Source: an optimization exercise on an open RTL-to-GDS flow (aim: small area and a short achievable clock period). Production flows keep margins and buffers that such runs may drop.
RTL that was checked went through simulation tests only; none was proved equivalent to the original.
Power is estimated from default activity; no workload was simulated.

==> flow/design.v <==
module SPI_Slave(MOSI, MISO, SS_n, clk, rst_n, rx_data, rx_valid, tx_data, tx_valid);
	input MOSI, SS_n, clk, rst_n, tx_valid;
	input [7:0] tx_data;
	output reg rx_valid, MISO;
	output [9:0] rx_data;
	reg [3:0] st;
	reg [9:0] temp;
	reg [2:0] counter2;
	reg tx_busy;
	assign rx_data = temp;
	always @(posedge clk)
		temp <= {temp[8:0], MOSI};
	always @(posedge clk or negedge rst_n) begin
		if (~rst_n) begin
			st <= 4'd0;
			rx_valid <= 1'b0;
		end
		else begin
			rx_valid <= ~SS_n && (st == 4'd11);
			if (SS_n)
				st <= 4'd0;
			else if (st != 4'd12)
				st <= st + 4'd1;
		end
	end
	always @(posedge clk or negedge rst_n) begin
		if (~rst_n) begin
			MISO <= 1'b0;
			counter2 <= 3'd7;
			tx_busy <= 1'b0;
		end
		else if (tx_valid) begin
			counter2 <= 3'd7;
			tx_busy <= 1'b1;
			MISO <= 1'b0;
		end
		else if (tx_busy) begin
			MISO <= tx_data[counter2];
			counter2 <= counter2 - 3'd1;
			if (counter2 == 3'd0)
				tx_busy <= 1'b0;
		end
		else
			MISO <= 1'b0;
	end
endmodule
module RAM(clk, rst_n, din, rx_valid, dout, tx_valid);
	parameter MEM_DEPTH = 256;
	parameter ADDR_SIZE = 8;
	input clk, rst_n, rx_valid;
	input [9:0] din;
	output tx_valid;
	output [7:0] dout;
	reg [2047:0] ring;           
	reg [2:0] ph;
	reg [7:0] wr_add;            
	reg wr_zero;                 
	reg [7:0] rd_add;
	reg pend;
	reg [7:0] pdata;
	reg [7:0] rb;
	wire do_wa = rx_valid && (din[9:8] == 2'b00);
	wire do_wr = rx_valid && (din[9:8] == 2'b01);
	wire do_ra = rx_valid && (din[9:8] == 2'b10);
	assign tx_valid = rx_valid && (din[9:8] == 2'b11);
	assign dout = rb;
	reg land_ph;
	wire land = pend && land_ph;
	wire [7:0] wr_add_nx = do_wa ? din[7:0] : ((do_wr && wr_zero) ? 8'd0 : wr_add);
	wire [2:0] ph1 = ph + 3'd1;
	wire refresh = (rd_add[2:0] == ph1);
	integer g, s;
	always @(posedge clk) begin
		for (g = 0; g < 32; g = g + 1) begin
			for (s = 7; s > 0; s = s - 1)
				ring[(g*8+s)*8 +: 8] <= ring[(g*8+s-1)*8 +: 8];
			if (land && (wr_add[7:3] == g))
				ring[(g*8)*8 +: 8] <= pdata;
			else
				ring[(g*8)*8 +: 8] <= ring[(g*8+7)*8 +: 8];
		end
	end
	always @(posedge clk) begin
		ph <= ph - 3'd1;
		land_ph <= (wr_add_nx[2:0] == ph - 3'd1);
		if (refresh)
			rb <= ring[(rd_add[7:3]*8)*8 +: 8];
		if (do_wr) begin
			pend <= 1'b1;
			pdata <= din[7:0];
		end
		else if (land)
			pend <= 1'b0;
		wr_add <= wr_add_nx;
	end
	always @(posedge clk or negedge rst_n) begin
		if (~rst_n) begin
			wr_zero <= 1'b1;
			rd_add <= {ADDR_SIZE{1'b0}};
		end
		else begin
			if (do_wa || do_wr)
				wr_zero <= 1'b0;
			if (do_ra)
				rd_add <= din[7:0];
		end
	end
endmodule
module SPI_Wrapper(clk, rst_n, MOSI, MISO, SS_n);
	input clk, rst_n, MOSI, SS_n;
	output  MISO;
	wire [9:0] data_from_SPI_to_RAM;
	wire [7:0] data_from_RAM_to_SPI;
	wire data_from_SPI_to_RAM_valid, data_from_RAM_to_SPI_valid;
	SPI_Slave SPI (
		.MOSI(MOSI),
		.MISO(MISO),
		.SS_n(SS_n),
		.clk(clk),
		.rst_n(rst_n),
		.rx_data(data_from_SPI_to_RAM),
		.rx_valid(data_from_SPI_to_RAM_valid),
		.tx_data(data_from_RAM_to_SPI),
		.tx_valid(data_from_RAM_to_SPI_valid)
	);
	RAM RAM1 (
		.clk(clk),
		.rst_n(rst_n),
		.din(data_from_SPI_to_RAM),
		.rx_valid(data_from_SPI_to_RAM_valid),
		.dout(data_from_RAM_to_SPI),
		.tx_valid(data_from_RAM_to_SPI_valid)
	);
endmodule
clock: 6.0 ns
lec_check: 0
cap_margin: 20
core_margin: 2
core_utilization: 65
cts_buf_list: sky130_fd_sc_hd__clkbuf_16
cts_cluster_diameter: 100
cts_cluster_size: 30
place_density: 0.75
setup_slack_margin: 3.65
slew_margin: 20
run.sh (not shown) runs the stock make flow with config.mk's settings and CLKGATE_MAP_FILE= SYNTH_SCRIPT=/design/flow/synth_recipe.tcl, a recipe that flattens the netlist after the stock synthesis.
The baseline finished with timing, DRC and antenna clean.
==> next run, changes <==
--- a/flow/design.v
+++ b/flow/design.v
@@ -63,11 +63,9 @@
 	wire do_wr = rx_valid && (din[9:8] == 2'b01);
 	wire do_ra = rx_valid && (din[9:8] == 2'b10);
 	assign tx_valid = rx_valid && (din[9:8] == 2'b11);
 	assign dout = rb;
-	reg land_ph;
-	wire land = pend && land_ph;
-	wire [7:0] wr_add_nx = do_wa ? din[7:0] : ((do_wr && wr_zero) ? 8'd0 : wr_add);
+	wire land = pend && (wr_add[2:0] == ph);
 	wire [2:0] ph1 = ph + 3'd1;
 	wire refresh = (rd_add[2:0] == ph1);
 	integer g, s;
 	always @(posedge clk) begin
@@ -81,18 +79,20 @@
 		end
 	end
 	always @(posedge clk) begin
 		ph <= ph - 3'd1;
-		land_ph <= (wr_add_nx[2:0] == ph - 3'd1);
 		if (refresh)
 			rb <= ring[(rd_add[7:3]*8)*8 +: 8];
 		if (do_wr) begin
 			pend <= 1'b1;
 			pdata <= din[7:0];
 		end
 		else if (land)
 			pend <= 1'b0;
-		wr_add <= wr_add_nx;
+		if (do_wa)
+			wr_add <= din[7:0];
+		else if (do_wr && wr_zero)
+			wr_add <= 8'd0;
 	end
 	always @(posedge clk or negedge rst_n) begin
 		if (~rst_n) begin
 			wr_zero <= 1'b1;
Total power hardly moves.
Global-route usage decreases by 0.88 points.
Sequential power is about the same.
Utilization falls by 0.69 points.
Sequential share of layout area is about the same.
Setup slack improved by 7.8 ps.
Non-clock buffer count fell by 4.
First-iteration DRC count goes down slightly.
Clock-buffer cell count rose by 1.
For the first run of this note, only the layout was checked, not whether the RTL still works.

## re-timing with driven ports
In the flow no input, the clock included, has a driving cell. The finished layouts below were timed again as built, in two steps.
Step 1 assumes that a clkbuf_16 drives the clock port and a buf_2 every other input.
Step 2 moves the port delays by t, midway between the first and last clock arrival at a register: inputs arrive t later, outputs are due t later. That takes back most of the time a late clock gives input paths.
Three values: ideal, step 1, step 2; two values: the first two.
run | t (ns) | setup WS [ns] | hold WS [ns] | latest minus earliest clock arrival (ns)
the first run | 0.709 | 3.532 / 3.465 / 3.568 | 0.322 / 0.322 / 0.322 | 0.032 / 0.032
the second run | 0.717 | 3.540 / 3.474 / 3.550 | 0.306 / 0.306 / 0.306 | 0.050 / 0.050
After both steps setup and hold are still met in every run listed.
